Context: an optimization exercise on an open-source flow, tuned for small area, a short achievable clock period and few clock cycles per item. The choices shown serve that exercise and are no tape-out recipe.
No run shown here included a check of the RTL's function; only the layout flow was run.
No activity file was given, so power comes from the tool's default toggle rates.

## flow/run.sh

```bash
#!/bin/bash
# synth_recipe.tcl (not shown) runs the flow's synth.tcl, then flattens the netlist and writes it again
# the make line also repeats each setting of config.mk as NAME=value (left out here)
make -C /OpenROAD-flow-scripts/flow DESIGN_CONFIG=/design/flow/config.mk WORK_HOME=/design/flow/orfs CLKGATE_MAP_FILE= SYNTH_SCRIPT=/design/flow/synth_recipe.tcl finish
```

## flow/config.mk

```make
export PLATFORM = sky130hd
export DESIGN_NAME = Out_of_Order_divider
export DESIGN_NICKNAME = Out_of_Order_divider
export VERILOG_FILES = /design/flow/design.v
export SDC_FILE = /design/flow/constraint.sdc
export NUM_CORES = 4
export LEC_CHECK = 0
export CAP_MARGIN = 20
export CORE_MARGIN = 2
export CORE_UTILIZATION = 40
export PLACE_DENSITY = 0.6
export SLEW_MARGIN = 20
```

## flow/constraint.sdc

```tcl
create_clock -name core_clock -period 6.0 [get_ports {clk}]
set_input_delay 1.2000 -clock core_clock [delete_from_list [all_inputs] [get_ports {clk}]]
set_output_delay 1.2000 -clock core_clock [all_outputs]
set_load 0.01 [all_outputs]
```

## flow/design.v

```verilog
module single_divider (Clk, a_in, d_in, q_out, r_out);
input Clk;
input [7:0] a_in, d_in;
output [7:0] q_out, r_out;
wire [0:0] pr0 = a_in[7];
wire ge0 = (d_in[7:1] == 0) && (pr0 >= d_in[0:0]);
wire [0:0] nr0 = ge0 ? (pr0 - d_in[0:0]) : pr0;
wire [0:0] r1 = nr0;
wire [0:0] q1 = ge0;
wire [6:0] a1 = a_in[6:0];
wire [7:0] d1 = d_in;
wire [1:0] pr1 = {r1, a1[6]};
wire ge1 = (d1[7:2] == 0) && (pr1 >= d1[1:0]);
wire [1:0] nr1 = ge1 ? (pr1 - d1[1:0]) : pr1;
reg [1:0] r2;
always @(posedge Clk) r2 <= nr1;
reg [1:0] q2;
always @(posedge Clk) q2 <= {q1, ge1};
reg [5:0] a2;
always @(posedge Clk) a2 <= a1[5:0];
reg [7:0] d2;
always @(posedge Clk) d2 <= d1;
wire [2:0] pr2 = {r2, a2[5]};
wire ge2 = (d2[7:3] == 0) && (pr2 >= d2[2:0]);
wire [2:0] nr2 = ge2 ? (pr2 - d2[2:0]) : pr2;
wire [2:0] r3 = nr2;
wire [2:0] q3 = {q2, ge2};
wire [4:0] a3 = a2[4:0];
wire [7:0] d3 = d2;
wire [3:0] pr3 = {r3, a3[4]};
wire ge3 = (d3[7:4] == 0) && (pr3 >= d3[3:0]);
wire [3:0] nr3 = ge3 ? (pr3 - d3[3:0]) : pr3;
reg [3:0] r4;
always @(posedge Clk) r4 <= nr3;
reg [3:0] q4;
always @(posedge Clk) q4 <= {q3, ge3};
reg [3:0] a4;
always @(posedge Clk) a4 <= a3[3:0];
reg [7:0] d4;
always @(posedge Clk) d4 <= d3;
wire [4:0] pr4 = {r4, a4[3]};
wire ge4 = (d4[7:5] == 0) && (pr4 >= d4[4:0]);
wire [4:0] nr4 = ge4 ? (pr4 - d4[4:0]) : pr4;
wire [4:0] r5 = nr4;
wire [4:0] q5 = {q4, ge4};
wire [2:0] a5 = a4[2:0];
wire [7:0] d5 = d4;
wire [5:0] pr5 = {r5, a5[2]};
wire ge5 = (d5[7:6] == 0) && (pr5 >= d5[5:0]);
wire [5:0] nr5 = ge5 ? (pr5 - d5[5:0]) : pr5;
reg [5:0] r6;
always @(posedge Clk) r6 <= nr5;
reg [5:0] q6;
always @(posedge Clk) q6 <= {q5, ge5};
reg [1:0] a6;
always @(posedge Clk) a6 <= a5[1:0];
reg [7:0] d6;
always @(posedge Clk) d6 <= d5;
wire [6:0] pr6 = {r6, a6[1]};
wire ge6 = (d6[7:7] == 0) && (pr6 >= d6[6:0]);
wire [6:0] nr6 = ge6 ? (pr6 - d6[6:0]) : pr6;
wire [6:0] r7 = nr6;
wire [6:0] q7 = {q6, ge6};
wire [0:0] a7 = a6[0:0];
wire [7:0] d7 = d6;
wire [7:0] pr7 = {r7, a7[0]};
wire ge7 = 1'b1 && (pr7 >= d7[7:0]);
wire [7:0] nr7 = ge7 ? (pr7 - d7[7:0]) : pr7;
wire [7:0] r8 = nr7;
wire [7:0] q8 = {q7, ge7};
assign q_out = q8;
assign r_out = r8;
endmodule
`timescale 1 ns / 100 ps
module Out_of_Order_divider (clk, rst, start, memory_write_complete, dd_addr, dd_data, qr_we, qr_addr, qr_data);
input clk, rst, start;
output memory_write_complete;
output [4:0] dd_addr;
input [15:0] dd_data;
output qr_we;
output [4:0] qr_addr;
output [15:0] qr_data;
reg [4:0] rd_ptr, wr_ptr;
reg rd_run;
reg [2:0] valid;    
wire rd_active = start | rd_run;
always @(posedge clk, posedge rst)
begin
  if (rst) begin
    rd_ptr <= 5'd0;
    wr_ptr <= 5'd0;
    rd_run <= 1'b0;
    valid <= 0;
  end else begin
    valid <= {valid[1:0], rd_active};
    if (rd_active) begin
      rd_ptr <= rd_ptr + 5'd1;
      rd_run <= (rd_ptr != 5'd31);
    end
    if (qr_we)
      wr_ptr <= wr_ptr + 5'd1;
  end
end
assign dd_addr = rd_ptr;
assign qr_we = valid[2];
assign qr_addr = wr_ptr;
assign memory_write_complete = qr_we && (wr_ptr == 5'd31);
single_divider divider (.Clk(clk), .a_in(dd_data[15:8]), .d_in(dd_data[7:0]), .q_out(qr_data[15:8]), .r_out(qr_data[7:0]));
endmodule
```

==> results.yml, run 1 <==
place:
  portBuffers: 46
  detailed_place_hpwl_um: 5353
  postPlaceCellArea_sq_mm: 0.004248
  globalplace.congestion: 0.8373
floorplanning:
  dieHeight_um: 99.87
  num_rows: 34
  ios: 47
  die_w_um: 99.87
  start_util_pct: 41.74
  core_area_sq_mm: 0.008806
  floorplan_die_area_sq_mm: 0.009973
clock_tree:
  post_cts_resize_count: 0
  numClockSinks: 74
  cts_tree: "done"
  number_of_clock_buffers_inserted_by_tritoncts: 9
  ctsHoldBuffers: 0
  cts_root_buf: "sky130_fd_sc_hd__clkbuf_8"
  clock_transition_at_the_registers_of_the_reported_paths_ns: 0.08
  htreeDepth: 3
  cts_setup_buffers: 0
  cts_max_path_buffers: 2
  clock_latency_ns: 0.35
finish:
  stdcell_area_sq_mm: 0.004474
  mostFrequentLayoutCell: "sky130_fd_sc_hd__dfxtp_1"
  final_cell_mix: "60 x sky130_fd_sc_hd__dfxtp_1, 46 x sky130_fd_sc_hd__clkdlybuf4s50_1, 41 x sky130_fd_sc_hd__inv_1"
  area.growth.synth_to_final_pct: 21.72
  design.final.nets: 471
  num_antenna_cells: 0
  post_route_cells_drive_above_1_share_pct: 11.46
  layout.filler_cells: 833
setup_path:
  critical_path_cell_list: "inv_1 > ha_1 > nand4_1 > a211oi_1 > o31a_2 > mux2_2 > fa_1 > nand2b_1 > a21oi_1 > a41oi_1 > o21ai_4 > mux2_2 > clkdlybuf4s50_1"
  reg2reg_depth: 13
  crit_path_max_incr_delay_ns: 0.48
  critical_path_required_time_ns: 4.80
  worstSetupPathType: "register to output port"
  crit_arrival_ns: 4.42
  regToRegSetupSlack_ns: 2.17
  critical-path-top-cell-by-count: "sky130_fd_sc_hd__mux2_2"
  timing.critical_path.fanout_max: 10
  capture_point_of_the_worst_reg_to_reg_path: "divider.r6[4]$_DFF_P_"
  worst_flop_to_flop_path_startpoint: "divider.a4[3]$_DFF_P_"
  startpoint_type: "register"
  endpoint_kind: "output port"
  slowest_stage: "sky130_fd_sc_hd__clkdlybuf4s50_1"
status:
  run_status: "timing/DRC/antenna clean"
hold_path:
  timing.hold.worst.start: "divider.a4[1]$_DFF_P_"
  min_to: "divider.a6[1]$_DFF_P_"
  cell_depth_of_the_worst_hold_path: 0
  min_path_type: "register to register"
synthesis:
  synth_sequential_area_ratio_pct: 42.21
  post_synth_inst_count: 352
  mappedNetlistArea_sq_mm: 0.003676
  yosysUniqueCellTypes: 45
  synth-main-ff-cell: "sky130_fd_sc_hd__dfxtp_1"
  synth-edff-count: 0
  asyncSetResetFlopFracSynth_pct: 18.92
  postSynthRegisterBits: 74
  synthesis.nets: 418
  count_of_synthesis_stage_warnings_from_yosys: 2
  post_synthesis_area_per_instance_sq_um: 10.44
power:
  combinationalPowerShare_pct: 38.1
  powerDensity_mw_per_mm2: 373.3
  net-switching-power_w: 0.0005216
  internal_pwr_total_w: 0.001148
  static-leakage-power_nw: 1.929
  netSwitchingFraction_pct: 31.23
  power.clock.fraction_pct: 25.1
  ir_drop_mv: 0.2106
  seqPwrFrac_pct: 36.8
  totalPowerFinal_w: 0.001670
global_routing:
  antenna_found_initial: 0
  via_count_of_the_first_global_routing_pass: 2524
  wire_length_of_the_first_global_routing_pass_um: 11560
  overflow: 0
  pin_count_of_the_biggest_net_entering_global_routing: 15
  total_routing_usage_reported_by_global_routing_pct: 14.75
flow_run:
  max_cap_violations: 0
sta:
  final-setup-viol-count: 0
  rsz_0062_raised_after_global_routing: "no"
  worst_slew_pin_slew_ns: 0.7727
  final_min_period_over_clock_period_pct: 93.71
  fin_worst_skew_ns: 0.007727
  finalCriticalPeriod_ns: 5.623
  timing_max_transition_violations_final: 0
  final_hold_viol_count: 0
  setup_total_negative_slack_ns: 0
  clock.fmax_mhz: 177.8
  relSlewSlack_pct: 47.83
detailed_routing:
  dr_total_vias: 2602
  post_drt_antenna_nets: 0
  route.final.wire_length_um: 6744
  first_iter_violations: 61
  drtPass1Iterations: 5
  drt-vias-per-instance: 5.023
  drcViolationCount: 0
  wl_per_cell_um: 13.02
-- per-layer routing --
| metal | wire (um) | GRT usage (%) | up-vias |
|---|---|---|---|
| met5 | 0 | 0 | - |
| met4 | 78 | 4.953 | 0 |
| met3 | 371 | 4.805 | 9 |
| met2 | 3141 | 23.39 | 70 |
| met1 | 3153 | 19.10 | 1191 |
| li1 | - | - | 1332 |
-- critical path, delay by kind of cell, from the launching register on --
family	cells	cell delay (ns)
mux	2	0.78
compound gates	5	1.32
buf+inv	2	0.54
simple gates	2	0.29
fa+ha+maj	2	0.82
flops	1	0.31
-- worst max path at each step --
stage                                startpoint          to  slack, ns  depth (start not counted)
after floorplan           divider.d6[1]$_DFF_P_  qr_data[2]       1.51                         13
after global placement    divider.d6[1]$_DFF_P_  qr_data[7]       0.75                         13
after detailed placement  divider.d6[1]$_DFF_P_  qr_data[6]       0.58                         13
after CTS                 divider.d6[1]$_DFF_P_  qr_data[6]       0.15                         13
after global routing      divider.d6[1]$_DFF_P_  qr_data[6]       0.08                         13
final                     divider.d6[4]$_DFF_P_  qr_data[6]       0.38                         13
-- cell families after synthesis --
group	count (synthesis)	share of synthesized area [%]
xor+xnor	23	5.480
fa+ha+maj	47	17.43
buf+inv	45	4.833
mux	29	8.781
flops	74	42.21
simple gates	66	8.816
compound gates	68	12.46
-- power groups by stage --
stage | clock network (W) | registers, W | logic, W
after floorplan | 0 | 0.000631 | 0.000394
after global placement | 0 | 0.000625 | 0.000625
after detailed placement | 0 | 0.000626 | 0.000637
after CTS | 0.000432 | 0.000617 | 0.000639
after global routing | 0.000455 | 0.000626 | 0.000712
final | 0.000419 | 0.000615 | 0.000636
-- registers in the layout, summed over array words and instances, names as in the netlist, 5 cells and up --
name	count
divider.d2	8
divider.d4	8
divider.d6	8
wr_ptr	5
divider.r6	6
rd_ptr	5
divider.q6	6
divider.a2	6
-- per-stage QoR --
step | std cells | setup WS [ns] | utilization, % | hold slack (ns)
floorplan | 352 | 1.510 | - | 0.3096
global placement | 502 | 0.7479 | 48.24 | 0.3095
detailed placement | 502 | 0.5752 | 48.24 | 0.3143
CTS | 518 | 0.1528 | 50.71 | 0.3262
global route | 518 | 0.08409 | 50.81 | 0.3346
finish | 518 | 0.3772 | 50.81 | 0.3246
-- layout make-up --
class / instances / area [sq um] / share of cell area, %
Clock inverter: 6 / 90.09 / 2.013
Inverter: 41 / 153.9 / 3.440
Clock buffer: 10 / 127.6 / 2.852
Multi-Input combinational cell: 233 / 1956 / 43.71
Tap cell: 108 / 135.1 / 3.020
Timing Repair Buffer: 46 / 460.4 / 10.29
Sequential cell: 74 / 1551 / 34.68
-- cells in the mapped netlist (2+ instances only) --
master	count	share of area [%]
sky130_fd_sc_hd__a211oi_1	4	0.82
sky130_fd_sc_hd__a21o_1	7	1.4
sky130_fd_sc_hd__a21oi_1	23	3.1
sky130_fd_sc_hd__a32oi_1	2	0.48
sky130_fd_sc_hd__and3_1	2	0.34
sky130_fd_sc_hd__buf_4	2	0.41
sky130_fd_sc_hd__dfrtp_1	14	9.5
sky130_fd_sc_hd__dfxtp_1	60	33
sky130_fd_sc_hd__fa_1	7	3.8
sky130_fd_sc_hd__ha_1	40	14
sky130_fd_sc_hd__inv_1	41	4.2
sky130_fd_sc_hd__mux2_2	26	8.0
sky130_fd_sc_hd__mux2i_1	3	0.82
sky130_fd_sc_hd__nand2_1	11	1.1
sky130_fd_sc_hd__nand2b_1	5	0.85
sky130_fd_sc_hd__nand3_1	2	0.27
sky130_fd_sc_hd__nand4_1	8	1.4
sky130_fd_sc_hd__nor2_1	26	2.7
sky130_fd_sc_hd__nor2b_1	3	0.51
sky130_fd_sc_hd__nor3_1	2	0.27
sky130_fd_sc_hd__nor4_1	2	0.34
sky130_fd_sc_hd__o211ai_1	2	0.41
sky130_fd_sc_hd__o21ai_0	12	1.6
sky130_fd_sc_hd__o21bai_1	3	0.61
sky130_fd_sc_hd__o311ai_0	2	0.48
sky130_fd_sc_hd__o31a_1	2	0.48
sky130_fd_sc_hd__o31ai_1	2	0.41
sky130_fd_sc_hd__xnor2_1	16	3.8
sky130_fd_sc_hd__xor2_1	7	1.7
==> run 2: changes to the inputs <==
--- a/flow/config.mk
+++ b/flow/config.mk
@@ -9,4 +9,5 @@
 export CORE_MARGIN = 2
 export CORE_UTILIZATION = 40
 export PLACE_DENSITY = 0.6
+export SETUP_SLACK_MARGIN = 2.5
 export SLEW_MARGIN = 20
==> results.yml, run 2 <==
status:
  run_status: "timing/DRC/antenna clean"
power:
  netSwitchingFraction_pct: 31.23
  totalPowerFinal_w: 0.001937
  static-leakage-power_nw: 2.162
  power.clock.fraction_pct: 23.9
  seqPwrFrac_pct: 32.1
  ir_drop_mv: 0.2808
  net-switching-power_w: 0.0006050
  powerDensity_mw_per_mm2: 375.9
  combinationalPowerShare_pct: 44.0
  internal_pwr_total_w: 0.001332
setup_path:
  critical_path_cell_list: "inv_2 > ha_4 > inv_2 > fa_2 > a211oi_2 > o21bai_1 > a21oi_1 > xnor2_1 > mux2_4 > ha_4 > nand4_1 > o21ai_4 > buf_6 > mux2_4 > buf_6"
  startpoint_type: "register"
  slowest_stage: "sky130_fd_sc_hd__fa_2"
  critical_path_required_time_ns: 4.80
  reg2reg_depth: 14
  crit_path_max_incr_delay_ns: 0.37
  timing.critical_path.max_delay_family: "adder cells"
  timing.critical_path.fanout_max: 5
  worst-path-buf-inv: 4
  critical_path_depth: 15
  endpoint_kind: "output port"
  crit_arrival_ns: 3.40
  worstSetupPathType: "register to output port"
hold_path:
  cell_depth_of_the_worst_hold_path: 0
  min_path_type: "register to register"
global_routing:
  via_count_of_the_first_global_routing_pass: 2993
  grt_util_met2_pct: 29.83
  grt_util_met3_pct: 3.830
  total_routing_usage_reported_by_global_routing_pct: 17.30
  use_met1_pct: 21.68
  pin_count_of_the_biggest_net_entering_global_routing: 15
  overflow: 0
  grt-busiest-layer: "met2"
  antenna_found_initial: 0
  wire_length_of_the_first_global_routing_pass_um: 13820
place:
  globalplace.congestion: 0.8420
  detailed_place_hpwl_um: 5614
  portBuffers: 46
detailed_routing:
  first_iter_violations: 46
  dr_total_vias: 2815
  drt-vias-per-instance: 5.137
  drcViolationCount: 0
  wl_per_cell_um: 14.54
  post_drt_antenna_nets: 0
  route.final.wire_length_um: 7969
  drtPass1Iterations: 4
finish:
  area.growth.synth_to_final_pct: 40.20
  num_antenna_cells: 0
  reg_top3: "divider.d2 x8, divider.d4 x8, divider.d6 x8"
  post_route_cells_drive_above_1_share_pct: 33.86
  mostFrequentLayoutCell: "sky130_fd_sc_hd__dfxtp_1"
  design.final.nets: 501
  final_cell_mix: "52 x sky130_fd_sc_hd__dfxtp_1, 37 x sky130_fd_sc_hd__clkdlybuf4s50_1, 31 x sky130_fd_sc_hd__inv_1"
sta:
  finalCriticalPeriod_ns: 4.600
  finalHoldWorstSlack_ns: 0.3256
  relSlewSlack_pct: 65.31
  final-setup-viol-count: 0
  clock.fmax_mhz: 217.4
  fin_worst_skew_ns: 0.009947
  setup_total_negative_slack_ns: 0
  final_hold_viol_count: 0
  rsz_0062_raised_after_global_routing: "yes"
  timing_max_transition_violations_final: 0
  worst_slew_pin_slew_ns: 0.5197
  final_min_period_over_clock_period_pct: 76.67
clock_tree:
  number_of_clock_buffers_inserted_by_tritoncts: 9
  clock_transition_at_the_registers_of_the_reported_paths_ns: 0.08
  htreeDepth: 3
  cts_max_path_buffers: 2
  clock_latency_ns: 0.34
  numClockSinks: 74
  cts_root_buf: "sky130_fd_sc_hd__clkbuf_8"
  cts_tree: "done"
  ctsHoldBuffers: 0
synthesis:
  synthTopCellsByCount: "60 x sky130_fd_sc_hd__dfxtp_1, 41 x sky130_fd_sc_hd__inv_1, 40 x sky130_fd_sc_hd__ha_1, 26 x sky130_fd_sc_hd__mux2_2, 26 x sky130_fd_sc_hd__nor2_1"
  synth_top_area_share_pct: 32.68
  post_synth_inst_count: 352
  asyncSetResetFlopFracSynth_pct: 18.92
  post_synthesis_area_per_instance_sq_um: 10.44
  postSynthRegisterBits: 74
  count_of_synthesis_stage_warnings_from_yosys: 2
  synth-edff-count: 0
  synthesis.nets: 418
  yosys.area.top_type: "sky130_fd_sc_hd__dfxtp_1"
  mappedNetlistArea_sq_mm: 0.003676
  post-synth-top-count-cell: "sky130_fd_sc_hd__dfxtp_1"
  yosys-top-cells-area: "sky130_fd_sc_hd__dfxtp_1 33%, sky130_fd_sc_hd__ha_1 14%, sky130_fd_sc_hd__dfrtp_1 9.5%"
  synth-main-ff-cell: "sky130_fd_sc_hd__dfxtp_1"
  yosysUniqueCellTypes: 45
  synth_sequential_area_ratio_pct: 42.21
floorplanning:
  floorplan_die_area_sq_mm: 0.009973
  die_w_um: 99.87
  start_util_pct: 41.74
  num_rows: 34
  core_area_sq_mm: 0.008806
  ios: 47
  dieHeight_um: 99.87
flow_run:
  max_cap_violations: 0
==> run 2: cell count changes in the layout (fill, tap and decap cells not counted), sizes merged <==
cell | previous run | this run
clkdlybuf4s50 | 46 | 37
buf | 0 | 39
bufinv | 2 | 3
inv | 42 | 41
==> run 2: area by class of cell <==
type,count,area [sq um]
Fill cell,739,3652
Multi-Input combinational cell,233,2359
Sequential cell,74,1564
Timing Repair Buffer,76,691.9
Inverter,41,161.4
Tap cell,108,135.1
Clock buffer,10,127.6
Clock inverter,6,115.1
==> run 2: cells by family (layout without fill, tap and decap cells) <==
family	Yosys count	after routing	share of synthesized area, %
DFF	74	74	42.21
xor gates and xnor gates	23	23	5.480
AOI/OAI and AO/OA	68	68	12.46
and+or+nand+nor	66	66	8.816
adders and majority gates	47	47	17.43
buffers and inverters	45	133	4.833
muxes	29	29	8.781
==> run 2: per-layer routing <==
layer | up-vias | part of all wire, % | wire length (um)
met3 | 11 | 3.8 | 299
met2 | 71 | 49 | 3912
met5 | - | 0 | 0
li1 | 1389 | - | -
met4 | 0 | 1.5 | 122
met1 | 1344 | 46 | 3634
==> run 2: timing repair <==
action                                  in CTS  in global routing
gates resized for setup                     88                 28
pin swaps                                   20                 17
endpoints found under the setup margin      17                 17
setup buffers                               23                  7
==> run 2: worst reg2reg max path, stage by stage, from the launching register on <==
cell and delay, ns:
sky130_fd_sc_hd__dfxtp_1 0.35, sky130_fd_sc_hd__inv_1 0.08, sky130_fd_sc_hd__ha_1 0.30, sky130_fd_sc_hd__nand2b_1 0.18, sky130_fd_sc_hd__a211oi_4 0.28, sky130_fd_sc_hd__o21bai_4 0.13
sky130_fd_sc_hd__nand4_1 0.17, sky130_fd_sc_hd__o311ai_4 0.15, sky130_fd_sc_hd__ha_1 0.34, sky130_fd_sc_hd__nand4_1 0.14, sky130_fd_sc_hd__a2111oi_2 0.38, sky130_fd_sc_hd__nor2_1 0.11
sky130_fd_sc_hd__buf_4 0.15, sky130_fd_sc_hd__inv_2 0.09, sky130_fd_sc_hd__mux2_2 0.36
==> run 2: power by group through the flow <==
stage,clock (W),combinational [W],sequential [W]
after floorplan,0,0.000443,0.000634
after global placement,0,0.000681,0.000628
after detailed placement,0,0.000691,0.000629
after CTS,0.000473,0.000804,0.000621
after global routing,0.000499,0.000927,0.000634
final,0.000463,0.000853,0.000621
==> run 2: per-stage QoR <==
step	area (sq um)	util [%]	setup WS [ns]	instances
2_1_floorplan	3814	-	1.921	352
3_3_place_gp	4379	49.73	1.044	502
3_5_place_dp	4379	49.73	0.9856	502
4_1_cts	4995	56.72	1.367	541
5_1_grt	5154	58.53	1.262	548
6_report	5154	58.53	1.400	548
==> run 2: final timing paths <==
kind                                            start                    end  slack [ns]
worst max-delay path            divider.a6[1]$_DFF_P_             qr_data[4]        1.40
worst min-delay path            divider.a4[1]$_DFF_P_  divider.a6[1]$_DFF_P_        0.33
worst max register to register  divider.a4[3]$_DFF_P_  divider.r6[5]$_DFF_P_        2.67
worst min register to register  divider.a4[1]$_DFF_P_  divider.a6[1]$_DFF_P_        0.33
max in group asynchronous                         rst  rd_ptr[0]$_DFFE_PP0P_        4.45
min in group asynchronous                         rst  rd_ptr[4]$_DFFE_PP0P_        1.19
==> run 3: changes to the inputs <==
--- a/flow/config.mk
+++ b/flow/config.mk
@@ -5,6 +5,7 @@
 export SDC_FILE = /design/flow/constraint.sdc
 export NUM_CORES = 4
 export LEC_CHECK = 0
+export ABC_CLOCK_PERIOD_IN_PS = 3000
 export CAP_MARGIN = 20
 export CORE_MARGIN = 2
 export CORE_UTILIZATION = 40
==> results.yml, run 3 <==
global_routing:
  via_count_of_the_first_global_routing_pass: 2993
  pin_count_of_the_biggest_net_entering_global_routing: 15
  total_routing_usage_reported_by_global_routing_pct: 17.30
  wire_length_of_the_first_global_routing_pass_um: 13820
  antenna_found_initial: 0
  overflow: 0
synthesis:
  post-synth-top-count-cell: "sky130_fd_sc_hd__dfxtp_1"
  synth_top_area_share_pct: 32.68
  count_of_synthesis_stage_warnings_from_yosys: 2
  postSynthRegisterBits: 74
  post_synth_inst_count: 352
  yosysUniqueCellTypes: 45
  post_synthesis_area_per_instance_sq_um: 10.44
  synth-edff-count: 0
  yosys.area.top_type: "sky130_fd_sc_hd__dfxtp_1"
  synthesis.nets: 418
  synth-main-ff-cell: "sky130_fd_sc_hd__dfxtp_1"
  synth_sequential_area_ratio_pct: 42.21
  mappedNetlistArea_sq_mm: 0.003676
  yosys-top-cells-area: "sky130_fd_sc_hd__dfxtp_1 33%, sky130_fd_sc_hd__ha_1 14%, sky130_fd_sc_hd__dfrtp_1 9.5%"
  synthTopCellsByCount: "60 x sky130_fd_sc_hd__dfxtp_1, 41 x sky130_fd_sc_hd__inv_1, 40 x sky130_fd_sc_hd__ha_1, 26 x sky130_fd_sc_hd__mux2_2, 26 x sky130_fd_sc_hd__nor2_1"
  asyncSetResetFlopFracSynth_pct: 18.92
detailed_routing:
  wl_per_cell_um: 14.54
  dr_total_vias: 2815
  post_drt_antenna_nets: 0
  drt-vias-per-instance: 5.137
  route.final.wire_length_um: 7969
  first_iter_violations: 46
  drcViolationCount: 0
  drtPass1Iterations: 4
power:
  static-leakage-power_nw: 2.162
  powerDensity_mw_per_mm2: 375.9
  totalPowerFinal_w: 0.001937
  ir_drop_mv: 0.2808
sta:
  final_min_period_over_clock_period_pct: 76.67
  finalCriticalPeriod_ns: 4.600
  timing_max_transition_violations_final: 0
  setup_total_negative_slack_ns: 0
  final_hold_viol_count: 0
  relSlewSlack_pct: 65.31
  fin_worst_skew_ns: 0.009947
  rsz_0062_raised_after_global_routing: "yes"
  final-setup-viol-count: 0
  worst_slew_pin_slew_ns: 0.5197
  clock.fmax_mhz: 217.4
finish:
  final_cell_mix: "52 x sky130_fd_sc_hd__dfxtp_1, 37 x sky130_fd_sc_hd__clkdlybuf4s50_1, 31 x sky130_fd_sc_hd__inv_1"
  reg_top3: "divider.d2 x8, divider.d4 x8, divider.d6 x8"
  area.growth.synth_to_final_pct: 40.20
  multi_input_comb_area_sq_mm: 0.002359
  num_antenna_cells: 0
  post_route_cells_drive_above_1_share_pct: 33.86
  register_area_sq_mm: 0.001564
  layout.filler_cells: 739
  design.final.nets: 501
  mostFrequentLayoutCell: "sky130_fd_sc_hd__dfxtp_1"
setup_path:
  worstSetupPathType: "register to output port"
  regToRegSetupSlack_ns: 2.67
  endpoint_kind: "output port"
  worst_setup_path_endpoint: "qr_data[4]"
  capture_point_of_the_worst_reg_to_reg_path: "divider.r6[5]$_DFF_P_"
  timing.critical_path.fanout_max: 5
  reg2reg_depth: 14
  startpoint_type: "register"
  critical_path_required_time_ns: 4.80
  startpoint: "divider.a6[1]$_DFF_P_"
  crit_arrival_ns: 3.40
  worst_flop_to_flop_path_startpoint: "divider.a4[3]$_DFF_P_"
floorplanning:
  ios: 47
  start_util_pct: 41.74
  die_w_um: 99.87
  core_area_sq_mm: 0.008806
  floorplan_die_area_sq_mm: 0.009973
  dieHeight_um: 99.87
  num_rows: 34
clock_tree:
  number_of_clock_buffers_inserted_by_tritoncts: 9
  cts_root_buf: "sky130_fd_sc_hd__clkbuf_8"
  numClockSinks: 74
  clock_transition_at_the_registers_of_the_reported_paths_ns: 0.08
  htreeDepth: 3
  ctsHoldBuffers: 0
  cts_tree: "done"
  clock_latency_ns: 0.34
  cts_max_path_buffers: 2
place:
  detailed_place_hpwl_um: 5614
  globalplace.congestion: 0.8420
  portBuffers: 46
hold_path:
  min_path_type: "register to register"
flow_run:
  max_cap_violations: 0
status:
  run_status: "timing/DRC/antenna clean"
[run 3: per-layer routing]
layer | vias up | share of wire, % | global-route usage, %
li1 | 1389 | - | -
met3 | 11 | 3.8 | 3.830
met1 | 1344 | 46 | 21.68
met2 | 71 | 49 | 29.83
met4 | 0 | 1.5 | 5.374
met5 | - | 0 | 0
[run 3: layout make-up]
cell class	count	area share [%]
well taps	108	2.622
repair buffers	76	13.43
multi-input cells	233	45.76
inverters	41	3.132
clock inverters	6	2.234
clock buffers	10	2.476
flip-flops and latches	74	30.35
[run 3: kinds of logic after synthesis]
kind of cell | share of synthesized area, %
adder cells (fa/ha/maj) | 17.43
buffers and inverters | 4.833
flip-flops | 42.21
multiplexers | 8.781
AND/OR/NAND/NOR | 8.816
AO/OA/AOI/OAI | 12.46
XOR/XNOR | 5.480
[run 3: what timing repair did]
| item | 4_1_cts | 5_1_grt |
|---|---|---|
| buffers inserted | 23 | 7 |
| gates resized for setup | 88 | 28 |
| pin swaps | 20 | 17 |
| setup endpoints to repair | 17 | 17 |
[run 3: report_power, final]
part,switching [W],internal (W),total (W)
sequential,0.0000615,0.000560,0.000621
combinational,0.000358,0.000494,0.000853
clock,0.000185,0.000278,0.000463
total,0.000605,0.00133,0.00194
[run 3: stage by stage]
step,util [%],hold WS [ns],instances,setup WS [ns],area (sq um)
floorplan,-,0.3096,352,1.921,3814
global placement,49.73,0.3099,502,1.044,4379
detailed placement,49.73,0.3121,502,0.9856,4379
CTS,56.72,0.3255,541,1.367,4995
global route,58.53,0.3338,548,1.262,5154
finish,58.53,0.3256,548,1.400,5154
[run 3: worst min-delay path by stage]
stage                          start                     to  slack, ns  cells past startpoint
3_3_place_gp   divider.q4[0]$_DFF_P_  divider.q6[2]$_DFF_P_       0.31                      0
5_1_grt        divider.a4[1]$_DFF_P_  divider.a6[1]$_DFF_P_       0.33                      0
4_1_cts        divider.a4[1]$_DFF_P_  divider.a6[1]$_DFF_P_       0.33                      0
2_1_floorplan  divider.a2[0]$_DFF_P_  divider.a4[0]$_DFF_P_       0.31                      0
6_report       divider.a4[1]$_DFF_P_  divider.a6[1]$_DFF_P_       0.33                      0
3_5_place_dp   divider.q4[3]$_DFF_P_  divider.q6[5]$_DFF_P_       0.31                      0
[run 3: worst max-delay path, stage by stage (launching register included)]
cell	delay [ns]
sky130_fd_sc_hd__dfxtp_2	0.32
sky130_fd_sc_hd__inv_2	0.07
sky130_fd_sc_hd__ha_4	0.13
sky130_fd_sc_hd__inv_2	0.04
sky130_fd_sc_hd__fa_2	0.37
sky130_fd_sc_hd__a211oi_2	0.24
sky130_fd_sc_hd__o21bai_1	0.11
sky130_fd_sc_hd__a21oi_1	0.18
sky130_fd_sc_hd__xnor2_1	0.08
sky130_fd_sc_hd__mux2_4	0.28
sky130_fd_sc_hd__ha_4	0.28
sky130_fd_sc_hd__nand4_1	0.16
sky130_fd_sc_hd__o21ai_4	0.22
sky130_fd_sc_hd__buf_6	0.15
sky130_fd_sc_hd__mux2_4	0.30
sky130_fd_sc_hd__buf_6	0.12
==> run 4: changes to the inputs <==
--- a/flow/design.v
+++ b/flow/design.v
@@ -30,32 +30,28 @@
 wire [3:0] pr3 = {r3, a3[4]};
 wire ge3 = (d3[7:4] == 0) && (pr3 >= d3[3:0]);
 wire [3:0] nr3 = ge3 ? (pr3 - d3[3:0]) : pr3;
-reg [3:0] r4;
-always @(posedge Clk) r4 <= nr3;
-reg [3:0] q4;
-always @(posedge Clk) q4 <= {q3, ge3};
-reg [3:0] a4;
-always @(posedge Clk) a4 <= a3[3:0];
-reg [7:0] d4;
-always @(posedge Clk) d4 <= d3;
+wire [3:0] r4 = nr3;
+wire [3:0] q4 = {q3, ge3};
+wire [3:0] a4 = a3[3:0];
+wire [7:0] d4 = d3;
 wire [4:0] pr4 = {r4, a4[3]};
 wire ge4 = (d4[7:5] == 0) && (pr4 >= d4[4:0]);
 wire [4:0] nr4 = ge4 ? (pr4 - d4[4:0]) : pr4;
-wire [4:0] r5 = nr4;
-wire [4:0] q5 = {q4, ge4};
-wire [2:0] a5 = a4[2:0];
-wire [7:0] d5 = d4;
+reg [4:0] r5;
+always @(posedge Clk) r5 <= nr4;
+reg [4:0] q5;
+always @(posedge Clk) q5 <= {q4, ge4};
+reg [2:0] a5;
+always @(posedge Clk) a5 <= a4[2:0];
+reg [7:0] d5;
+always @(posedge Clk) d5 <= d4;
 wire [5:0] pr5 = {r5, a5[2]};
 wire ge5 = (d5[7:6] == 0) && (pr5 >= d5[5:0]);
 wire [5:0] nr5 = ge5 ? (pr5 - d5[5:0]) : pr5;
-reg [5:0] r6;
-always @(posedge Clk) r6 <= nr5;
-reg [5:0] q6;
-always @(posedge Clk) q6 <= {q5, ge5};
-reg [1:0] a6;
-always @(posedge Clk) a6 <= a5[1:0];
-reg [7:0] d6;
-always @(posedge Clk) d6 <= d5;
+wire [5:0] r6 = nr5;
+wire [5:0] q6 = {q5, ge5};
+wire [1:0] a6 = a5[1:0];
+wire [7:0] d6 = d5;
 wire [6:0] pr6 = {r6, a6[1]};
 wire ge6 = (d6[7:7] == 0) && (pr6 >= d6[6:0]);
 wire [6:0] nr6 = ge6 ? (pr6 - d6[6:0]) : pr6;
@@ -82,7 +78,7 @@
 output [15:0] qr_data;
 reg [4:0] rd_ptr, wr_ptr;
 reg rd_run;
-reg [2:0] valid;    
+reg [1:0] valid;    
 wire rd_active = start | rd_run;
 always @(posedge clk, posedge rst)
 begin
@@ -92,7 +88,7 @@
     rd_run <= 1'b0;
     valid <= 0;
   end else begin
-    valid <= {valid[1:0], rd_active};
+    valid <= {valid[0:0], rd_active};
     if (rd_active) begin
       rd_ptr <= rd_ptr + 5'd1;
       rd_run <= (rd_ptr != 5'd31);
@@ -102,7 +98,7 @@
   end
 end
 assign dd_addr = rd_ptr;
-assign qr_we = valid[2];
+assign qr_we = valid[1];
 assign qr_addr = wr_ptr;
 assign memory_write_complete = qr_we && (wr_ptr == 5'd31);
 single_divider divider (.Clk(clk), .a_in(dd_data[15:8]), .d_in(dd_data[7:0]), .q_out(qr_data[15:8]), .r_out(qr_data[7:0]));
--- a/flow/config.mk
+++ b/flow/config.mk
@@ -5,10 +5,8 @@
 export SDC_FILE = /design/flow/constraint.sdc
 export NUM_CORES = 4
 export LEC_CHECK = 0
-export ABC_CLOCK_PERIOD_IN_PS = 3000
 export CAP_MARGIN = 20
 export CORE_MARGIN = 2
 export CORE_UTILIZATION = 40
 export PLACE_DENSITY = 0.6
-export SETUP_SLACK_MARGIN = 2.5
 export SLEW_MARGIN = 20
==> results.yml, run 4 <==
status:
  run_status: "complete, but fails checks"
  violations: "setup timing"
sta:
  worst_path_setup_slack_after_routing_ns: -0.08521
  relSlewSlack_pct: 64.04
  fin_worst_skew_ns: 0.004357
  final_min_period_over_clock_period_pct: 101.4
  finalCriticalPeriod_ns: 6.085
  clock.fmax_mhz: 164.3
  worst_slew_pin_slew_ns: 0.5344
  final_hold_viol_count: 0
  finalHoldWorstSlack_ns: 0.3301
  timing_max_transition_violations_final: 0
  final-setup-viol-count: 8
  rsz_0062_raised_after_global_routing: "yes"
hold_path:
  min_path_type: "register to register"
  timing.hold.worst.start: "divider.a2[2]$_DFF_P_"
synthesis:
  asyncSetResetFlopFracSynth_pct: 25.00
  yosys.area.top_type: "sky130_fd_sc_hd__dfxtp_1"
  post_synthesis_area_per_instance_sq_um: 9.990
  yosysUniqueCellTypes: 52
  synthesis.nets: 393
  synthTopCellsByCount: "40 x sky130_fd_sc_hd__ha_1, 40 x sky130_fd_sc_hd__inv_1, 39 x sky130_fd_sc_hd__dfxtp_1, 23 x sky130_fd_sc_hd__mux2_2, 17 x sky130_fd_sc_hd__nor2_1"
  mappedNetlistArea_sq_mm: 0.003267
  synth-edff-count: 0
  synth_sequential_area_ratio_pct: 33.86
  yosys-top-cells-area: "sky130_fd_sc_hd__dfxtp_1 24%, sky130_fd_sc_hd__ha_1 15%, sky130_fd_sc_hd__dfrtp_1 10%"
  postSynthRegisterBits: 52
  synth-main-ff-cell: "sky130_fd_sc_hd__dfxtp_1"
  synth_top_area_share_pct: 23.90
  post_synth_inst_count: 327
  count_of_synthesis_stage_warnings_from_yosys: 2
finish:
  num_antenna_cells: 0
  area.growth.synth_to_final_pct: 47.49
  reg_top3: "divider.d2 x8, divider.d5 x8, divider.a2 x6"
  post_route_cells_drive_above_1_share_pct: 37.42
  stdcell_count: 559
  final_cell_mix: "75 x sky130_fd_sc_hd__buf_4, 37 x sky130_fd_sc_hd__dfxtp_1, 37 x sky130_fd_sc_hd__clkdlybuf4s50_1"
  mostFrequentLayoutCell: "sky130_fd_sc_hd__buf_4"
  design.final.nets: 522
power:
  totalPowerFinal_w: 0.001499
  powerDensity_mw_per_mm2: 311.1
  static-leakage-power_nw: 2.194
  seqPwrFrac_pct: 30.0
  ir_drop_mv: 0.2222
  netSwitchingFraction_pct: 33.38
  combinationalPowerShare_pct: 56.6
  power.clock.fraction_pct: 13.4
  internal_pwr_total_w: 0.0009987
  net-switching-power_w: 0.0005004
setup_path:
  timing.critical_path.fanout_max: 5
  critical-path-top-cell-by-count: "sky130_fd_sc_hd__buf_6"
  crit_arrival_ns: 4.89
  worst-path-buf-inv: 7
  timing.critical_path.max_delay_family: "compound AO/OA/AOI/OAI gates"
  slowest_stage: "sky130_fd_sc_hd__fa_2"
  endpoint_kind: "output port"
  startpoint: "divider.a5[2]$_DFF_P_"
  crit_path_max_incr_delay_ns: 0.33
  worstSetupPathType: "register to output port"
  startpoint_type: "register"
  critical_path_required_time_ns: 4.80
  critical_path_cell_list: "inv_2 > ha_4 > inv_2 > fa_2 > a211o_1 > a21oi_2 > a2111oi_4 > buf_4 > mux2i_2 > ha_1 > o21bai_2 > nor2_2 > a21oi_4 > buf_6 > mux2i_4 > ha_4 > nor2b_4 > o31a_1 > o31ai_4 > a21oi_4 > buf_6 > buf_6 > mux2i_2 > buf_2"
  worst_flop_to_flop_path_startpoint: "divider.d2[1]$_DFF_P_"
floorplanning:
  die_w_um: 94.37
  core_area_sq_mm: 0.007807
  ios: 47
  dieHeight_um: 94.37
  num_rows: 32
  start_util_pct: 41.84
  floorplan_die_area_sq_mm: 0.008906
global_routing:
  total_routing_usage_reported_by_global_routing_pct: 18.06
  overflow: 0
  wire_length_of_the_first_global_routing_pass_um: 12940
  antenna_found_initial: 0
  pin_count_of_the_biggest_net_entering_global_routing: 16
  via_count_of_the_first_global_routing_pass: 2867
place:
  portBuffers: 46
  globalplace.congestion: 0.8518
  detailed_place_hpwl_um: 5696
  dpl.cell_count: 533
  pre_cts_slack_ns: -0.5528
detailed_routing:
  drcViolationCount: 0
  drt-vias-per-instance: 4.937
  wl_per_cell_um: 13.18
  drtPass1Iterations: 4
  post_drt_antenna_nets: 0
  first_iter_violations: 46
  route.final.wire_length_um: 7369
  dr_total_vias: 2760
clock_tree:
  clock_latency_ns: 0.30
  cts_max_path_buffers: 2
  clock_transition_at_the_registers_of_the_reported_paths_ns: 0.09
  cts_root_buf: "sky130_fd_sc_hd__clkbuf_8"
  cts_tree: "done"
  htreeDepth: 2
  numClockSinks: 52
  number_of_clock_buffers_inserted_by_tritoncts: 5
flow_run:
  max_cap_violations: 0
-- run 4: cell count changes after synthesis, sizes merged, moves of 4 or more --
cell / before / now
nand2b: 5 / 1
nor2: 27 / 17
dfxtp: 60 / 39
o21a: 1 / 8
a21oi: 23 / 19
mux2i: 3 / 7
nor2b: 3 / 10
nand4: 8 / 2
-- run 4: per-layer routing --
| metal | part of all wire [%] | global-route usage [%] | vias up |
|---|---|---|---|
| met5 | 0 | 0 | - |
| met4 | 1.5 | 5.797 | 0 |
| met3 | 3.2 | 3.192 | 11 |
| met2 | 50 | 32.56 | 39 |
| met1 | 45 | 21.78 | 1308 |
| li1 | - | - | 1402 |
-- run 4: power groups by stage --
stage	sequential, W	combinational, W	clock [W]
after CTS	0.000451	0.000814	0.000210
final	0.000450	0.000848	0.000201
after detailed placement	0.000456	0.000705	0
after global placement	0.000456	0.000694	0
after global routing	0.000460	0.000931	0.000222
after floorplan	0.000466	0.000378	0
-- run 4: path summary, 6_finish.rpt --
kind | end | slack, ns | cells after the start
worst max-delay path | qr_data[1] | -0.09 | 24
worst min-delay path | divider.a5[2]$_DFF_P_ | 0.33 | 0
worst max register to register | divider.r5[3]$_DFF_P_ | 1.25 | 17
worst min register to register | divider.a5[2]$_DFF_P_ | 0.33 | 0
max in group asynchronous | wr_ptr[3]$_DFFE_PP0P_ | 4.47 | 2
min in group asynchronous | rd_ptr[4]$_DFFE_PP0P_ | 1.20 | 2
-- run 4: kinds of logic (layout without fill, tap and decap cells) --
| group | count (synthesis) | in the layout | synth area share [%] |
|---|---|---|---|
| AO/OA/AOI/OAI | 67 | 67 | 14.44 |
| XOR/XNOR | 21 | 21 | 5.630 |
| multiplexers | 31 | 31 | 10.53 |
| AND/OR/NAND/NOR | 64 | 64 | 10.38 |
| adder cells (fa/ha/maj) | 47 | 47 | 19.61 |
| flip-flops | 52 | 52 | 33.86 |
| buffers and inverters | 45 | 175 | 5.553 |
-- run 4: timing repair --
item / in CTS / in global routing
setup buffers: 14 / 4
endpoints found under the setup margin: 9 / 9
pin swaps: 19 / 14
hold buffers: 0 / 0
gates resized for setup: 97 / 9
-- run 4: final cells by class --
class / count / area (sq um)
clock buffers: 7 / 86.33
clock inverters: 1 / 7.507
fillers: 657 / 2989
inverters: 40 / 150.1
multi-input cells: 230 / 2270
flip-flops and latches: 52 / 1109
well taps: 102 / 127.6
repair buffers: 127 / 1069
-- run 4: per-stage QoR --
| step | setup TNS [ns] | instance area [sq um] | utilization, % |
|---|---|---|---|
| 6_report | -0.3258 | 4818 | 61.71 |
| 5_1_grt | -2.437 | 4818 | 61.71 |
| 4_1_cts | -0.6842 | 4738 | 60.69 |
| 3_5_place_dp | -4.604 | 4297 | 55.03 |
| 3_3_place_gp | -3.022 | 4297 | 55.03 |
| 2_1_floorplan | 0 | 3267 | - |
==> run 5: changes to the inputs <==
--- a/flow/design.v
+++ b/flow/design.v
@@ -12,21 +12,21 @@
 wire [1:0] pr1 = {r1, a1[6]};
 wire ge1 = (d1[7:2] == 0) && (pr1 >= d1[1:0]);
 wire [1:0] nr1 = ge1 ? (pr1 - d1[1:0]) : pr1;
-reg [1:0] r2;
-always @(posedge Clk) r2 <= nr1;
-reg [1:0] q2;
-always @(posedge Clk) q2 <= {q1, ge1};
-reg [5:0] a2;
-always @(posedge Clk) a2 <= a1[5:0];
-reg [7:0] d2;
-always @(posedge Clk) d2 <= d1;
+wire [1:0] r2 = nr1;
+wire [1:0] q2 = {q1, ge1};
+wire [5:0] a2 = a1[5:0];
+wire [7:0] d2 = d1;
 wire [2:0] pr2 = {r2, a2[5]};
 wire ge2 = (d2[7:3] == 0) && (pr2 >= d2[2:0]);
 wire [2:0] nr2 = ge2 ? (pr2 - d2[2:0]) : pr2;
-wire [2:0] r3 = nr2;
-wire [2:0] q3 = {q2, ge2};
-wire [4:0] a3 = a2[4:0];
-wire [7:0] d3 = d2;
+reg [2:0] r3;
+always @(posedge Clk) r3 <= nr2;
+reg [2:0] q3;
+always @(posedge Clk) q3 <= {q2, ge2};
+reg [4:0] a3;
+always @(posedge Clk) a3 <= a2[4:0];
+reg [7:0] d3;
+always @(posedge Clk) d3 <= d2;
 wire [3:0] pr3 = {r3, a3[4]};
 wire ge3 = (d3[7:4] == 0) && (pr3 >= d3[3:0]);
 wire [3:0] nr3 = ge3 ? (pr3 - d3[3:0]) : pr3;
@@ -55,10 +55,14 @@
 wire [6:0] pr6 = {r6, a6[1]};
 wire ge6 = (d6[7:7] == 0) && (pr6 >= d6[6:0]);
 wire [6:0] nr6 = ge6 ? (pr6 - d6[6:0]) : pr6;
-wire [6:0] r7 = nr6;
-wire [6:0] q7 = {q6, ge6};
-wire [0:0] a7 = a6[0:0];
-wire [7:0] d7 = d6;
+reg [6:0] r7;
+always @(posedge Clk) r7 <= nr6;
+reg [6:0] q7;
+always @(posedge Clk) q7 <= {q6, ge6};
+reg [0:0] a7;
+always @(posedge Clk) a7 <= a6[0:0];
+reg [7:0] d7;
+always @(posedge Clk) d7 <= d6;
 wire [7:0] pr7 = {r7, a7[0]};
 wire ge7 = 1'b1 && (pr7 >= d7[7:0]);
 wire [7:0] nr7 = ge7 ? (pr7 - d7[7:0]) : pr7;
@@ -78,7 +82,7 @@
 output [15:0] qr_data;
 reg [4:0] rd_ptr, wr_ptr;
 reg rd_run;
-reg [1:0] valid;    
+reg [2:0] valid;    
 wire rd_active = start | rd_run;
 always @(posedge clk, posedge rst)
 begin
@@ -88,7 +92,7 @@
     rd_run <= 1'b0;
     valid <= 0;
   end else begin
-    valid <= {valid[0:0], rd_active};
+    valid <= {valid[1:0], rd_active};
     if (rd_active) begin
       rd_ptr <= rd_ptr + 5'd1;
       rd_run <= (rd_ptr != 5'd31);
@@ -98,7 +102,7 @@
   end
 end
 assign dd_addr = rd_ptr;
-assign qr_we = valid[1];
+assign qr_we = valid[2];
 assign qr_addr = wr_ptr;
 assign memory_write_complete = qr_we && (wr_ptr == 5'd31);
 single_divider divider (.Clk(clk), .a_in(dd_data[15:8]), .d_in(dd_data[7:0]), .q_out(qr_data[15:8]), .r_out(qr_data[7:0]));
==> results.yml, run 5 <==
status:
  run_status: "timing/DRC/antenna clean"
sta:
  worst_slew_pin_slew_ns: 0.6547
  worst_path_setup_slack_after_routing_ns: 0.7564
  final_hold_viol_count: 0
  finalHoldWorstSlack_ns: 0.3223
  timing_max_transition_violations_final: 0
  finalCriticalPeriod_ns: 5.244
  setup_total_negative_slack_ns: 0
  fin_worst_skew_ns: 0.008650
  clock.fmax_mhz: 190.7
  relSlewSlack_pct: 56.20
  final-setup-viol-count: 0
  final_min_period_over_clock_period_pct: 87.39
  rsz_0062_raised_after_global_routing: "no"
setup_path:
  slowest_stage: "sky130_fd_sc_hd__or4_4"
  crit_path_max_incr_delay_ns: 0.55
  startpoint_type: "input port"
  crit_arrival_ns: 5.48
  critical_path_cell_list: "clkdlybuf4s50_1 > or4_4 > or3_4 > nor2_1 > mux2i_1 > ha_1 > a21oi_1 > nor2_4 > mux2i_1 > ha_1 > o21ai_0 > a21boi_0 > o21ai_0 > mux2_2"
  endpoint_kind: "register"
  timing.critical_path.fanout_max: 4
  timing.critical_path.max_delay_family: "simple AND/OR/NAND/NOR gates"
  worst-path-buf-inv: 1
  critical_path_required_time_ns: 6.24
  worstSetupPathType: "input port to register"
finish:
  num_antenna_cells: 0
  design.final.nets: 472
  area.growth.synth_to_final_pct: 20.06
  post_route_cells_drive_above_1_share_pct: 11.92
  final_cell_mix: "63 x sky130_fd_sc_hd__dfxtp_1, 47 x sky130_fd_sc_hd__inv_1, 46 x sky130_fd_sc_hd__clkdlybuf4s50_1"
  reg_top3: "divider.d3 x8, divider.d5 x8, divider.d7 x8"
  mostFrequentLayoutCell: "sky130_fd_sc_hd__dfxtp_1"
  layout.filler_cells: 844
floorplanning:
  dieHeight_um: 101.2
  start_util_pct: 41.10
  floorplan_die_area_sq_mm: 0.01024
  num_rows: 35
  core_area_sq_mm: 0.009196
  die_w_um: 101.2
  ios: 47
clock_tree:
  ctsHoldBuffers: 0
  post_cts_resize_count: 0
  cts_tree: "done"
  cts_root_buf: "sky130_fd_sc_hd__clkbuf_8"
  number_of_clock_buffers_inserted_by_tritoncts: 9
  clock_latency_ns: 0.35
  cts_max_path_buffers: 2
  clock_transition_at_the_registers_of_the_reported_paths_ns: 0.08
  cts_setup_buffers: 0
  htreeDepth: 3
  numClockSinks: 77
power:
  internal_pwr_total_w: 0.001062
  net-switching-power_w: 0.0004817
  power.clock.fraction_pct: 21.4
  netSwitchingFraction_pct: 31.20
  totalPowerFinal_w: 0.001544
  ir_drop_mv: 0.1392
  powerDensity_mw_per_mm2: 340.2
  static-leakage-power_nw: 2.058
  seqPwrFrac_pct: 41.6
  combinationalPowerShare_pct: 37.1
detailed_routing:
  drcViolationCount: 0
  drt-vias-per-instance: 4.822
  dr_total_vias: 2517
  route.final.wire_length_um: 6425
  first_iter_violations: 61
  drtPass1Iterations: 4
  wl_per_cell_um: 12.31
  post_drt_antenna_nets: 0
flow_run:
  max_cap_violations: 0
place:
  portBuffers: 46
  pre_cts_slack_ns: 0.4291
  detailed_place_hpwl_um: 5216
  globalplace.congestion: 0.8583
global_routing:
  pin_count_of_the_biggest_net_entering_global_routing: 15
  grt-busiest-layer: "met2"
  overflow: 0
  via_count_of_the_first_global_routing_pass: 2599
  antenna_found_initial: 0
  total_routing_usage_reported_by_global_routing_pct: 13.91
  grt_util_met3_pct: 3.106
  use_met1_pct: 16.26
  wire_length_of_the_first_global_routing_pass_um: 11260
  grt_util_met2_pct: 23.59
synthesis:
  post-synth-top-count-cell: "sky130_fd_sc_hd__dfxtp_1"
  synthTopCellsByCount: "63 x sky130_fd_sc_hd__dfxtp_1, 47 x sky130_fd_sc_hd__inv_1, 40 x sky130_fd_sc_hd__ha_1, 26 x sky130_fd_sc_hd__mux2_2, 20 x sky130_fd_sc_hd__a21oi_1"
  postSynthRegisterBits: 77
  synth-main-ff-cell: "sky130_fd_sc_hd__dfxtp_1"
  yosys-top-cells-area: "sky130_fd_sc_hd__dfxtp_1 33%, sky130_fd_sc_hd__ha_1 13%, sky130_fd_sc_hd__dfrtp_1 9.3%"
  mappedNetlistArea_sq_mm: 0.003780
  synth_sequential_area_ratio_pct: 42.63
  yosysUniqueCellTypes: 49
  yosys.area.top_type: "sky130_fd_sc_hd__dfxtp_1"
  synth_top_area_share_pct: 33.37
  post_synthesis_area_per_instance_sq_um: 10.80
  count_of_synthesis_stage_warnings_from_yosys: 2
  synthesis.nets: 416
  post_synth_inst_count: 350
  asyncSetResetFlopFracSynth_pct: 18.18
  synth-edff-count: 0
hold_path:
  min_path_type: "register to register"
==> run 5: routing by layer <==
| metal | vias to the layer above | routed length (um) | part of all wire (%) |
|---|---|---|---|
| met3 | 15 | 205 | 3.2 |
| met1 | 1155 | 2945 | 46 |
| met5 | - | 0 | 0 |
| li1 | 1309 | - | - |
| met4 | 0 | 176 | 2.7 |
| met2 | 38 | 3097 | 48 |
==> run 5: layout make-up <==
cell class                      instances  area [sq um]  area share (%)
Multi-Input combinational cell        225          1984           43.73
Sequential cell                        77          1612           35.51
Clock buffer                           10         127.6           2.812
Clock inverter                          6         38.79          0.8547
Tap cell                              111         138.9           3.060
Inverter                               47         176.4           3.888
Timing Repair Buffer                   46         460.4           10.15
==> run 5: kinds of logic after synthesis <==
group,Yosys count,synth area share (%)
flops,77,42.64
simple gates,56,8.209
xor+xnor,22,5.098
mux,39,11.32
fa+ha+maj,47,16.95
compound gates,61,10.92
buf+inv,48,4.866
==> run 5: worst paths after layout <==
| check | end | slack [ns] | startpoint | cells after the start |
|---|---|---|---|---|
| max in group asynchronous | wr_ptr[1]$_DFFE_PP0P_ | 4.47 | rst | 2 |
| min reg2reg | divider.a5[2]$_DFF_P_ | 0.32 | divider.a3[2]$_DFF_P_ | 0 |
| max reg2reg | divider.r7[5]$_DFF_P_ | 2.07 | divider.d5[3]$_DFF_P_ | 12 |
| min in group asynchronous | wr_ptr[4]$_DFFE_PP0P_ | 1.18 | rst | 2 |
| max | divider.r3[2]$_DFF_P_ | 0.76 | dd_data[3] | 14 |
| min | divider.a5[2]$_DFF_P_ | 0.32 | divider.a3[2]$_DFF_P_ | 0 |
==> run 5: power groups by stage <==
| stage | Combinational (W) | Clock, W | Sequential [W] |
|---|---|---|---|
| 2_1_floorplan | 0.000357 | 0 | 0.000660 |
| 3_3_place_gp | 0.000563 | 0 | 0.000653 |
| 3_5_place_dp | 0.000577 | 0 | 0.000653 |
| 4_1_cts | 0.000579 | 0.000341 | 0.000643 |
| 5_1_grt | 0.000638 | 0.000361 | 0.000652 |
| 6_report | 0.000572 | 0.000330 | 0.000642 |
==> run 5: through the flow <==
stage                     area, sq um  util (%)  cells
after detailed placement         4372     47.54    506
after global routing             4538     49.35    522
final                            4538     49.35    522
after global placement           4372     47.54    506
after floorplan                  3780         -    350
after CTS                        4538     49.35    522
==> run 6: changes to the inputs <==
--- a/flow/design.v
+++ b/flow/design.v
@@ -37,14 +37,10 @@
 wire [4:0] pr4 = {r4, a4[3]};
 wire ge4 = (d4[7:5] == 0) && (pr4 >= d4[4:0]);
 wire [4:0] nr4 = ge4 ? (pr4 - d4[4:0]) : pr4;
-reg [4:0] r5;
-always @(posedge Clk) r5 <= nr4;
-reg [4:0] q5;
-always @(posedge Clk) q5 <= {q4, ge4};
-reg [2:0] a5;
-always @(posedge Clk) a5 <= a4[2:0];
-reg [7:0] d5;
-always @(posedge Clk) d5 <= d4;
+wire [4:0] r5 = nr4;
+wire [4:0] q5 = {q4, ge4};
+wire [2:0] a5 = a4[2:0];
+wire [7:0] d5 = d4;
 wire [5:0] pr5 = {r5, a5[2]};
 wire ge5 = (d5[7:6] == 0) && (pr5 >= d5[5:0]);
 wire [5:0] nr5 = ge5 ? (pr5 - d5[5:0]) : pr5;
@@ -80,30 +76,26 @@
 output qr_we;
 output [4:0] qr_addr;
 output [15:0] qr_data;
-reg [4:0] rd_ptr, wr_ptr;
-reg rd_run;
-reg [2:0] valid;    
-wire rd_active = start | rd_run;
+reg [5:0] cnt;
+reg run;
+wire last = run && (cnt == 6'd33);
 always @(posedge clk, posedge rst)
 begin
   if (rst) begin
-    rd_ptr <= 5'd0;
-    wr_ptr <= 5'd0;
-    rd_run <= 1'b0;
-    valid <= 0;
-  end else begin
-    valid <= {valid[1:0], rd_active};
-    if (rd_active) begin
-      rd_ptr <= rd_ptr + 5'd1;
-      rd_run <= (rd_ptr != 5'd31);
-    end
-    if (qr_we)
-      wr_ptr <= wr_ptr + 5'd1;
+    cnt <= 6'd0;
+    run <= 1'b0;
+  end else if (last) begin
+    cnt <= 6'd0;
+    run <= 1'b0;
+  end else if (start || run) begin
+    cnt <= cnt + 6'd1;
+    run <= 1'b1;
   end
 end
-assign dd_addr = rd_ptr;
-assign qr_we = valid[2];
-assign qr_addr = wr_ptr;
-assign memory_write_complete = qr_we && (wr_ptr == 5'd31);
+wire [5:0] wcnt = cnt - 6'd2;
+assign dd_addr = cnt[4:0];
+assign qr_we = run && (cnt >= 6'd2);
+assign qr_addr = wcnt[4:0];
+assign memory_write_complete = last;
 single_divider divider (.Clk(clk), .a_in(dd_data[15:8]), .d_in(dd_data[7:0]), .q_out(qr_data[15:8]), .r_out(qr_data[7:0]));
 endmodule
==> results.yml, run 6 <==
floorplanning:
  num_rows: 32
  dieHeight_um: 94.17
  die_w_um: 94.17
  core_area_sq_mm: 0.007807
  start_util_pct: 41.65
  ios: 47
  floorplan_die_area_sq_mm: 0.008867
synthesis:
  synth_sequential_area_ratio_pct: 31.24
  mappedNetlistArea_sq_mm: 0.003252
  synth-edff-count: 0
  yosys-top-cells-area: "sky130_fd_sc_hd__dfxtp_1 26%, sky130_fd_sc_hd__ha_1 16%, sky130_fd_sc_hd__dfrtp_1 5.4%"
  post_synth_inst_count: 348
  synth-main-ff-cell: "sky130_fd_sc_hd__dfxtp_1"
  yosysUniqueCellTypes: 54
  asyncSetResetFlopFracSynth_pct: 14.29
  synth_top_area_share_pct: 25.86
  synthesis.nets: 415
  count_of_synthesis_stage_warnings_from_yosys: 2
  post_synthesis_area_per_instance_sq_um: 9.344
  synthTopCellsByCount: "42 x sky130_fd_sc_hd__dfxtp_1, 42 x sky130_fd_sc_hd__inv_1, 41 x sky130_fd_sc_hd__ha_1, 29 x sky130_fd_sc_hd__nor2_1, 18 x sky130_fd_sc_hd__o21ai_0"
  postSynthRegisterBits: 49
  yosys.area.top_type: "sky130_fd_sc_hd__dfxtp_1"
status:
  violations: "setup timing"
  run_status: "complete, but fails checks"
power:
  netSwitchingFraction_pct: 36.51
  power.clock.fraction_pct: 16.3
  combinationalPowerShare_pct: 52.2
  ir_drop_mv: 0.1206
  totalPowerFinal_w: 0.001343
  net-switching-power_w: 0.0004902
  static-leakage-power_nw: 2.040
  internal_pwr_total_w: 0.0008524
  seqPwrFrac_pct: 31.5
  powerDensity_mw_per_mm2: 301.8
setup_path:
  regToRegSetupSlack_ns: -0.01
  critical_path_required_time_ns: 6.21
  crit_arrival_ns: 6.22
  timing.critical_path.fanout_max: 5
  worstSetupPathType: "register to register"
  startpoint_type: "register"
  endpoint_kind: "register"
global_routing:
  overflow: 0
  wire_length_of_the_first_global_routing_pass_um: 12460
  antenna_found_initial: 0
  pin_count_of_the_biggest_net_entering_global_routing: 19
  total_routing_usage_reported_by_global_routing_pct: 18.10
  via_count_of_the_first_global_routing_pass: 2654
sta:
  final-setup-viol-count: 2
  worst_slew_pin_slew_ns: 0.7253
  finalCriticalPeriod_ns: 6.014
  rsz_0062_raised_after_global_routing: "yes"
  relSlewSlack_pct: 51.27
  final_hold_viol_count: 0
  timing_max_transition_violations_final: 0
  worst_path_setup_slack_after_routing_ns: -0.01403
  setup_total_negative_slack_ns: -0.01848
  clock.fmax_mhz: 166.3
  fin_worst_skew_ns: 0.007940
  final_min_period_over_clock_period_pct: 100.2
detailed_routing:
  first_iter_violations: 67
  dr_total_vias: 2727
  route.final.wire_length_um: 7655
  post_drt_antenna_nets: 0
  drtPass1Iterations: 4
  drcViolationCount: 0
  drt-vias-per-instance: 5.022
  wl_per_cell_um: 14.10
flow_run:
  max_cap_violations: 0
clock_tree:
  cts_max_path_buffers: 2
  clock_latency_ns: 0.32
  clock_transition_at_the_registers_of_the_reported_paths_ns: 0.11
  number_of_clock_buffers_inserted_by_tritoncts: 5
  htreeDepth: 2
  cts_tree: "done"
  numClockSinks: 49
  ctsHoldBuffers: 0
  cts_root_buf: "sky130_fd_sc_hd__clkbuf_8"
hold_path:
  min_path_type: "register to register"
place:
  globalplace.congestion: 0.8797
  postPlaceCellArea_sq_mm: 0.004104
  portBuffers: 46
  dpl.cell_count: 516
  detailed_place_hpwl_um: 6003
finish:
  num_antenna_cells: 0
  stdcell_count: 543
  area.growth.synth_to_final_pct: 36.82
  post_route_cells_drive_above_1_share_pct: 26.08
  stdcell_area_sq_mm: 0.004449
  design.final.nets: 507
  final_cell_mix: "46 x sky130_fd_sc_hd__clkdlybuf4s50_1, 43 x sky130_fd_sc_hd__buf_4, 39 x sky130_fd_sc_hd__inv_1, 39 x sky130_fd_sc_hd__dfxtp_1, 36 x sky130_fd_sc_hd__ha_1"
  mostFrequentLayoutCell: "sky130_fd_sc_hd__clkdlybuf4s50_1"
  reg_top3: "divider.d3 x8, divider.d7 x8"
## run 6: cell count changes after synthesis, moves of 4 or more
cell	change
sky130_fd_sc_hd__dfxtp_1	-21
sky130_fd_sc_hd__mux2_2	-15
sky130_fd_sc_hd__nor2_1	+13
sky130_fd_sc_hd__nor3_1	+9
sky130_fd_sc_hd__dfrtp_1	-7
sky130_fd_sc_hd__buf_4	+6
sky130_fd_sc_hd__o21ai_0	+6
sky130_fd_sc_hd__inv_1	-5
sky130_fd_sc_hd__a211oi_1	+4
sky130_fd_sc_hd__a21oi_1	-4
sky130_fd_sc_hd__o31ai_1	+4
sky130_fd_sc_hd__xor2_1	-4
## run 6: path summary, 6_finish.rpt
check / cells after the start / endpoint / startpoint
max: 25 / divider.r7[2]$_DFF_P_ / divider.a3[4]$_DFF_P_
min: 0 / divider.a7$_DFF_P_ / divider.a3[0]$_DFF_P_
max reg2reg: 25 / divider.r7[2]$_DFF_P_ / divider.a3[4]$_DFF_P_
min reg2reg: 0 / divider.a7$_DFF_P_ / divider.a3[0]$_DFF_P_
max in group asynchronous: 2 / cnt[1]$_DFFE_PP0P_ / rst
min in group asynchronous: 2 / cnt[2]$_DFFE_PP0P_ / rst
## run 6: repair_timing
| item | 4_1_cts | 5_1_grt |
|---|---|---|
| gates resized for setup | 6 | 21 |
| endpoints found under the setup margin | 7 | 8 |
| pin swaps | 6 | 3 |
| setup buffers | 5 | 14 |
## run 6: cells by family after synthesis
kind of cell / share of synthesized area [%]
DFF: 31.24
xor gates and xnor gates: 4.579
buffers and inverters: 7.080
muxes: 8.157
adders and majority gates: 20.08
AOI/OAI and AO/OA: 15.12
and+or+nand+nor: 13.74
## run 6: layout make-up
type,count,area [sq um]
flip-flops and latches,49,1020
multi-input cells,245,2188
inverters,44,165.2
well taps,102,127.6
clock buffers,5,68.82
fillers,729,3358
repair buffers,95,850.8
clock inverters,3,28.78
## run 6: power by group through the flow
stage,Clock [W],Sequential [W],Combinational [W]
final,0.000218,0.000423,0.000701
after global routing,0.000241,0.000432,0.000772
after CTS,0.000229,0.000424,0.000675
after detailed placement,0,0.000432,0.000663
after global placement,0,0.000429,0.000656
after floorplan,0,0.000414,0.000436
## run 6: stage by stage
step	util (%)	hold WS [ns]	setup slack (ns)
6_report	56.99	0.3363	-0.01403
5_1_grt	56.99	0.3470	-0.2195
4_1_cts	54.58	0.3386	0.03310
3_5_place_dp	52.56	0.3128	-0.1206
3_3_place_gp	52.56	0.3097	0.03200
2_1_floorplan	-	0.3096	-0.1257
## run 6: worst max-delay path, cell delays in order, from the launching register on
cell and delay, ns:
sky130_fd_sc_hd__dfxtp_2 0.33, sky130_fd_sc_hd__inv_2 0.06, sky130_fd_sc_hd__ha_4 0.12, sky130_fd_sc_hd__inv_2 0.03, sky130_fd_sc_hd__fa_2 0.34, sky130_fd_sc_hd__a211o_1 0.28
sky130_fd_sc_hd__a21oi_2 0.16, sky130_fd_sc_hd__nand2b_4 0.17, sky130_fd_sc_hd__mux2_4 0.32, sky130_fd_sc_hd__ha_4 0.24, sky130_fd_sc_hd__a21oi_2 0.15, sky130_fd_sc_hd__nand2_2 0.09
sky130_fd_sc_hd__o221ai_4 0.28, sky130_fd_sc_hd__mux2i_2 0.31, sky130_fd_sc_hd__ha_1 0.32, sky130_fd_sc_hd__nor2b_4 0.15, sky130_fd_sc_hd__o31a_1 0.28, sky130_fd_sc_hd__o31ai_4 0.37
sky130_fd_sc_hd__mux2i_2 0.30, sky130_fd_sc_hd__ha_1 0.28, sky130_fd_sc_hd__o21a_1 0.18, sky130_fd_sc_hd__o31a_1 0.12, sky130_fd_sc_hd__o31a_1 0.29, sky130_fd_sc_hd__o41ai_4 0.29
sky130_fd_sc_hd__inv_2 0.13, sky130_fd_sc_hd__mux2_4 0.31
## run 6: metal layers
layer  track usage [%]  wire, um
met1             23.45      3475
met2             31.07      3821
met3             2.729       256
met4             5.314       102
met5                 0         0

[afterwards: timing with drivers on the ports]
No port has a modelled driver above. Below, the same layouts with a new extraction and two added sets of constraints. Step 1 sets driving cells, clkbuf_16 on the clock port and buf_2 on the other inputs (assumed; they add their load-dependent delay and slew). Step 2 times the ports against the registers' clock, not the clock port: input delays grow and output delays shrink by t, the midpoint of the rising clock arrivals with the driver on. Three values: no drivers, after step 1, after step 2; two values: the first two.
| run | shift t [ns] | setup WS [ns] | latest minus earliest clock arrival (ns) | worst slew at a driven data input, ns |
|---|---|---|---|---|
| run 1 | 0.370 | 0.377 / 0.351 / 0.721 | 0.010 / 0.010 | 0.04 |
| run 2 | 0.360 | 1.400 / 1.371 / 1.731 | 0.012 / 0.011 | 0.03 |
| run 3 | 0.360 | 1.400 / 1.371 / 1.731 | 0.012 / 0.011 | 0.03 |
| run 4 | 0.323 | -0.085 / -0.112 / 0.210 | 0.005 / 0.005 | 0.04 |
| run 5 | 0.375 | 0.756 / 0.764 / 0.389 | 0.009 / 0.008 | 0.04 |
| run 6 | 0.344 | -0.014 / -0.014 / -0.014 | 0.008 / 0.008 | 0.03 |
For run 5, which loses most, drivers alone change the setup slack by +0.008 ns; drivers and shift together by -0.367 ns.
